Source: an optimization exercise on an open RTL-to-GDS flow (aim: small area and a short achievable clock period). Production flows keep margins and buffers that such runs may drop. Function was checked by simulation only, so behaviour that the tests miss may differ from the original. Power figures rest on the tool's default switching activity, not on a simulated workload. The flow treats the clock pin as an ideal source, which a real chip does not have.

## run 1
// fifo
module fifo #(
    parameter LENGTH = 32,
    parameter WIDTH  = 16
) (
    input logic reset_i,
    input logic clk_i,
    input logic read_en,
    input logic write_en,
    input logic [WIDTH-1:0] data_i,
    output logic empty_o,
    output logic full_o,
    output logic [WIDTH-1:0] data_o
);
Size: about 38 I/O pins, about 20000 um2 of cells after synthesis.
clock: 4.0 ns
lec_check: 0
cap_margin: 20
core_margin: 2
core_utilization: 60
setup_slack_margin: 2.05
slew_margin: 20
standard.sh (not shown) runs the stock make flow with config.mk's settings and CLKGATE_MAP_FILE= SYNTH_SCRIPT=/design/flow/synth_recipe.tcl, a recipe that flattens the netlist after the stock synthesis.
==> flow/flow/run.sh <==
#!/bin/bash
bash standard.sh MATCH_CELL_FOOTPRINT=0 "BUFFER_PORTS_ARGS=-buffer_cell sky130_fd_sc_hd__buf_4" \
  "CTS_ARGS=-sink_clustering_enable -repair_clock_nets -dont_use_dummy_load -sink_clustering_size 32 -sink_clustering_max_diameter 100" \
  finish > standard.log 2>&1
--- input diff run 1..run 2 ---
# run 1
export LEC_CHECK = 0
export CAP_MARGIN = 20
export CORE_MARGIN = 2
export CORE_UTILIZATION = 60
export SETUP_SLACK_MARGIN = 2.05
export SLEW_MARGIN = 20
create_clock -name core_clock -period 4.0 [get_ports {clk_i}]
# run 2
export LEC_CHECK = 0
export CAP_MARGIN = 20
export CORE_MARGIN = 2
export CORE_UTILIZATION = 72
export SETUP_SLACK_MARGIN = 2.05
export SLEW_MARGIN = 20
create_clock -name core_clock -period 4.0 [get_ports {clk_i}]
==> flow/flow/run.sh <==
#!/bin/bash
bash standard.sh MATCH_CELL_FOOTPRINT=0 "BUFFER_PORTS_ARGS=-buffer_cell sky130_fd_sc_hd__buf_4" \
  "CTS_ARGS=-sink_clustering_enable -repair_clock_nets -dont_use_dummy_load -sink_clustering_size 24 -sink_clustering_max_diameter 80" \
  finish > standard.log 2>&1
==> results.txt <==
In run 2, the clock power came out 10% above the value in run 1.
Summary of the comparison: relative area change from synthesis to final layout is lower in run 2, relative to run 1.
Comparing half-perimeter wire length of the detailed placement result for run 1 and run 2, the bigger number came from run 2.
Modified inputs, run 3 compared to run 2
# run 2
export LEC_CHECK = 0
export CAP_MARGIN = 20
export CORE_MARGIN = 2
export CORE_UTILIZATION = 72
export SETUP_SLACK_MARGIN = 2.05
export SLEW_MARGIN = 20
create_clock -name core_clock -period 4.0 [get_ports {clk_i}]
# run 3
export LEC_CHECK = 0
export CAP_MARGIN = 20
export CORE_MARGIN = 2
export CORE_UTILIZATION = 60
export SETUP_SLACK_MARGIN = 2.05
export SLEW_MARGIN = 20
create_clock -name core_clock -period 4.0 [get_ports {clk_i}]
## What came out
Result: PASS for each of run 3 and run 2. Higher worst setup slack was reported by run 3, not run 2. The lower total die area of run 3 and run 2 is in run 2. In the route summary, run 3 ends up with a via count below that of run 2. Routed via count divided by cell count of run 3 falls short of that of run 2 by a little under 10%. Run 3 against run 2: power did not really move, non-clock buffer total of the final layout went down, non-filler instance count after layout went up, area of all placed cells without fillers went up.
The inputs of run 4 differ from those of run 3 as listed below.
==> flow/flow/run.sh <==
#!/bin/bash
bash standard.sh MATCH_CELL_FOOTPRINT=0 "BUFFER_PORTS_ARGS=-buffer_cell sky130_fd_sc_hd__buf_4" \
  "CTS_ARGS=-sink_clustering_enable -repair_clock_nets -dont_use_dummy_load -sink_clustering_size 16 -sink_clustering_max_diameter 60 -buf_list sky130_fd_sc_hd__clkbuf_8" \
  finish > standard.log 2>&1
### Flow results
Between run 3 and run 4, the difference in fraction of standard cell area in multi-input logic is negligible. Run 4 vs. run 3: fraction of area in registers about even, count of cells resized by post-cts repair rose 11%. The power number comes out lower for run 4 vs run 3. The higher worst setup slack came out of run 3. Looking only at register-to-register slack, and setting everything else aside, the higher value of run 3 and run 4 goes to run 3. Cell area essentially unchanged between run 4 and run 3.
--- input diff run 4..run 5 ---
# run 4
export LEC_CHECK = 0
export CAP_MARGIN = 20
export CORE_MARGIN = 2
export CORE_UTILIZATION = 60
export SETUP_SLACK_MARGIN = 2.05
export SLEW_MARGIN = 20
create_clock -name core_clock -period 4.0 [get_ports {clk_i}]
# run 5
export LEC_CHECK = 0
export CAP_MARGIN = 20
export CORE_MARGIN = 2
export CORE_UTILIZATION = 60
export GPL_TIMING_DRIVEN = 1
export SETUP_SLACK_MARGIN = 2.05
export SLEW_MARGIN = 20
create_clock -name core_clock -period 4.0 [get_ports {clk_i}]
==> flow/flow/run.sh <==
#!/bin/bash
bash standard.sh MATCH_CELL_FOOTPRINT=0 "BUFFER_PORTS_ARGS=-buffer_cell sky130_fd_sc_hd__buf_4" \
  "CTS_ARGS=-sink_clustering_enable -repair_clock_nets -dont_use_dummy_load -sink_clustering_size 24 -sink_clustering_max_diameter 80" \
  finish > standard.log 2>&1
Results
Via count of the first global-routing pass: run 5 lower than run 4
Going from run 4 to run 5, proportion of power drawn by the clock network grew by 1.3 points, post-CTS clock slew at the launch and capture registers of the worst setup and hold paths held steady, cell area after placement held steady.
Per the comparison of run 5 with run 4, routed wire length lower; post-layout utilization of the core held steady.
In the metrics for run 4 and run 5, the one carrying the lower top fanout value on the critical path is run 5.
> inputs changed (run 5 -> run 6)
# run 5
export LEC_CHECK = 0
export CAP_MARGIN = 20
export CORE_MARGIN = 2
export CORE_UTILIZATION = 60
export GPL_TIMING_DRIVEN = 1
export SETUP_SLACK_MARGIN = 2.05
export SLEW_MARGIN = 20
create_clock -name core_clock -period 4.0 [get_ports {clk_i}]
# run 6
export LEC_CHECK = 0
export CAP_MARGIN = 20
export CORE_MARGIN = 2
export CORE_UTILIZATION = 60
export SETUP_SLACK_MARGIN = 2.05
export SLEW_MARGIN = 20
create_clock -name core_clock -period 4.0 [get_ports {clk_i}]
--- a/flow/flow/run.sh
+++ b/flow/flow/run.sh
@@ -2 +2 @@
-bash standard.sh MATCH_CELL_FOOTPRINT=0 "BUFFER_PORTS_ARGS=-buffer_cell sky130_fd_sc_hd__buf_4" \
+bash standard.sh MATCH_CELL_FOOTPRINT=0 "BUFFER_PORTS_ARGS=-buffer_cell sky130_fd_sc_hd__buf_2" \
### Flow results
Flop-to-flop setup slack ended up 0.06 ns higher on run 6 than on run 5.
The final layout from run 6, which completed every stage, passed the timing, DRC and antenna checks at the end of the flow.
Maximum fanout count along the critical path (lower): run 5
Run 6 ended with more worst max-slew margin expressed relative to the limit than run 5.
As far as die area is concerned, run 5 and run 6 perform about the same.
Run 5 has higher maximum operating frequency than run 6.
The final reports for run 6 and run 5 show detailed-placement wirelength estimate higher in the former.
Going from run 5 to run 6, total wire length after detailed routing has increased; non-clock buffer total of the final layout picked up an extra 7.

* * *

The RTL this note starts from:
==> flow/design.v <==
module fifo #(
    parameter LENGTH = 32,
    parameter WIDTH  = 16
) (
    input logic reset_i,
    input logic clk_i,
    input logic read_en,
    input logic write_en,
    input logic [WIDTH-1:0] data_i,
    output logic empty_o,
    output logic full_o,
    output logic [WIDTH-1:0] data_o
);
  localparam LO = 4;
  localparam HI = LENGTH / LO;
  logic [LO-1:0] lo;
  logic [HI-1:0] hi;
  logic nonempty_r, full_r;
  logic [WIDTH-1:0] mem [LENGTH-1:0];
  wire rd = read_en & nonempty_r;
  wire wr = write_en & ~full_r;
  wire one_left = lo[0] & hi[0];           
  wire one_free = lo[LO-2] & hi[HI-1];     
  assign empty_o = ~nonempty_r;
  assign full_o  = full_r;
  logic [WIDTH-1:0] rdata;
  always_comb begin
    rdata = '0;
    for (int j = 0; j < HI; j++)
      for (int i = 0; i < LO; i++)
        rdata = rdata | (mem[LO*j+i] & {WIDTH{hi[j] & lo[i]}});
  end
  always_ff @(posedge clk_i, posedge reset_i) begin
    if (reset_i) begin
      lo         <= LO'(1) << (LO - 1);
      hi         <= HI'(1) << (HI - 1);
      nonempty_r <= 1'b0;
      full_r     <= 1'b0;
      data_o     <= 0;
    end else begin
      if (rd) data_o <= rdata;
      if (wr & ~rd) begin
        lo <= {lo[LO-2:0], lo[LO-1]};
        if (lo[LO-1]) hi <= {hi[HI-2:0], hi[HI-1]};
      end else if (rd & ~wr) begin
        lo <= {lo[0], lo[LO-1:1]};
        if (lo[0]) hi <= {hi[0], hi[HI-1:1]};
      end
      nonempty_r <= wr | (nonempty_r & ~(rd & one_left));
      full_r     <= ~rd & (full_r | (wr & one_free));
    end
  end
  always_ff @(posedge clk_i) begin
    if (wr) begin
      mem[0] <= data_i;
      for (int i = 1; i < LENGTH; i++) mem[i] <= mem[i-1];
    end
  end
endmodule
Settings: LEC_CHECK=0, CAP_MARGIN=20, CORE_MARGIN=2, CORE_UTILIZATION=60, SETUP_SLACK_MARGIN=2.05, SLEW_MARGIN=20; clock period 4.0 ns.
==> flow/flow/run.sh <==
#!/bin/bash
bash standard.sh MATCH_CELL_FOOTPRINT=0 "BUFFER_PORTS_ARGS=-buffer_cell sky130_fd_sc_hd__buf_4" \
  "CTS_ARGS=-sink_clustering_enable -repair_clock_nets -dont_use_dummy_load -sink_clustering_size 24 -sink_clustering_max_diameter 80" \
  "PRE_RESIZE_TCL=$PWD/flow/fanout.tcl" \
  finish > standard.log 2>&1
==> flow/flow/fanout.tcl <==
set_max_fanout 32 [current_design]
Rerun with:
--- a/flow/flow/run.sh
+++ b/flow/flow/run.sh
@@ -3,3 +3,2 @@
   "CTS_ARGS=-sink_clustering_enable -repair_clock_nets -dont_use_dummy_load -sink_clustering_size 24 -sink_clustering_max_diameter 80" \
-  "PRE_RESIZE_TCL=$PWD/flow/fanout.tcl" \
   finish > standard.log 2>&1
--- a/flow/config.mk
+++ b/flow/config.mk
@@ -10,3 +10,3 @@
 export CORE_UTILIZATION = 60
-export SETUP_SLACK_MARGIN = 2.05
+export SETUP_SLACK_MARGIN = 2.12
 export SLEW_MARGIN = 20
removed: flow/flow/fanout.tcl
The new run went through all stages and came out clean.
Combinational power is lower by 9.0%.
Wire length shrinks by 4.0%.
Worst setup slack gains 0.025 ns.
Power drops by 2.5%.
Via count shrinks by 2.8%.
First-iteration DRC count went down by 3.6%.
Flip-flop and latch count stays the same.
Non-clock buffer count went down by 34.
Core utilization went down by 1.1 points.
Sequential share of layout area goes up by 1.2 points.
Die area does not change.
Rerun with:
--- a/flow/config.mk
+++ b/flow/config.mk
@@ -10,3 +10,3 @@
 export CORE_UTILIZATION = 60
-export SETUP_SLACK_MARGIN = 2.12
+export SETUP_SLACK_MARGIN = 2.05
 export SLEW_MARGIN = 20
Effect: Die area stays the same; cell count is lower by 0.49%; maximum frequency is about the same.
Rerun with:
--- a/flow/flow/run.sh
+++ b/flow/flow/run.sh
@@ -3,2 +3,3 @@
   "CTS_ARGS=-sink_clustering_enable -repair_clock_nets -dont_use_dummy_load -sink_clustering_size 24 -sink_clustering_max_diameter 80" \
+  "PRE_RESIZE_TCL=$PWD/flow/fanout.tcl" \
   finish > standard.log 2>&1
==> flow/flow/fanout.tcl (new file) <==
set_max_fanout 20 [current_design]
Core utilization increases by 2.4 points.
Power increases by 4.4%.
Final area increases by 3.7%.

what the ideal ports hide:
No port has a modelled driver above. Below, the same layouts with a new extraction and two added sets of constraints.
Step 1, drivers: a clkbuf_16 drives clk_i and a buf_2 each remaining input, both assumed.
Step 2 moves the port delays by t, midway between the first and last clock arrival at a register: inputs arrive t later, outputs are due t later. That takes back most of the time a late clock gives input paths.
a / b / c = ideal ports / drivers / drivers and shift; a / b = the first two.
run	t, ns	setup slack, ns	hold slack, ns	worst setup path at the end	cell pins on the clock port's net
run 1	0.598	2.008 / 1.955 / 1.614	0.413 / 0.386 / 0.445	input to register	1
run 2	0.604	1.993 / 1.942 / 1.723	0.402 / 0.382 / 0.446	input to register	1
run 3	0.609	2.008 / 1.956 / 1.645	0.402 / 0.374 / 0.441	input to register	1
run 4	0.624	1.970 / 1.920 / 1.557	0.378 / 0.358 / 0.429	input to register	1
run 5	0.609	2.008 / 1.956 / 1.645	0.402 / 0.374 / 0.441	input to register	1
run 6	0.611	1.959 / 1.908 / 1.635	0.391 / 0.361 / 0.432	input to register	1
the first run of note 2	0.609	2.049 / 2.003 / 1.627	0.396 / 0.371 / 0.430	input to register	1
the second run of note 2	0.615	2.073 / 2.020 / 1.678	0.403 / 0.377 / 0.449	input to register	1
the third run of note 2	0.614	2.071 / 2.017 / 1.669	0.405 / 0.376 / 0.448	input to register	1
the fourth run of note 2	0.609	2.038 / 2.007 / 1.587	0.364 / 0.334 / 0.427	input to register	1
After both steps setup and hold are still met in every run listed. For the fourth run of note 2, which loses most, drivers alone change the setup slack by -0.031 ns; drivers and shift together by -0.451 ns.
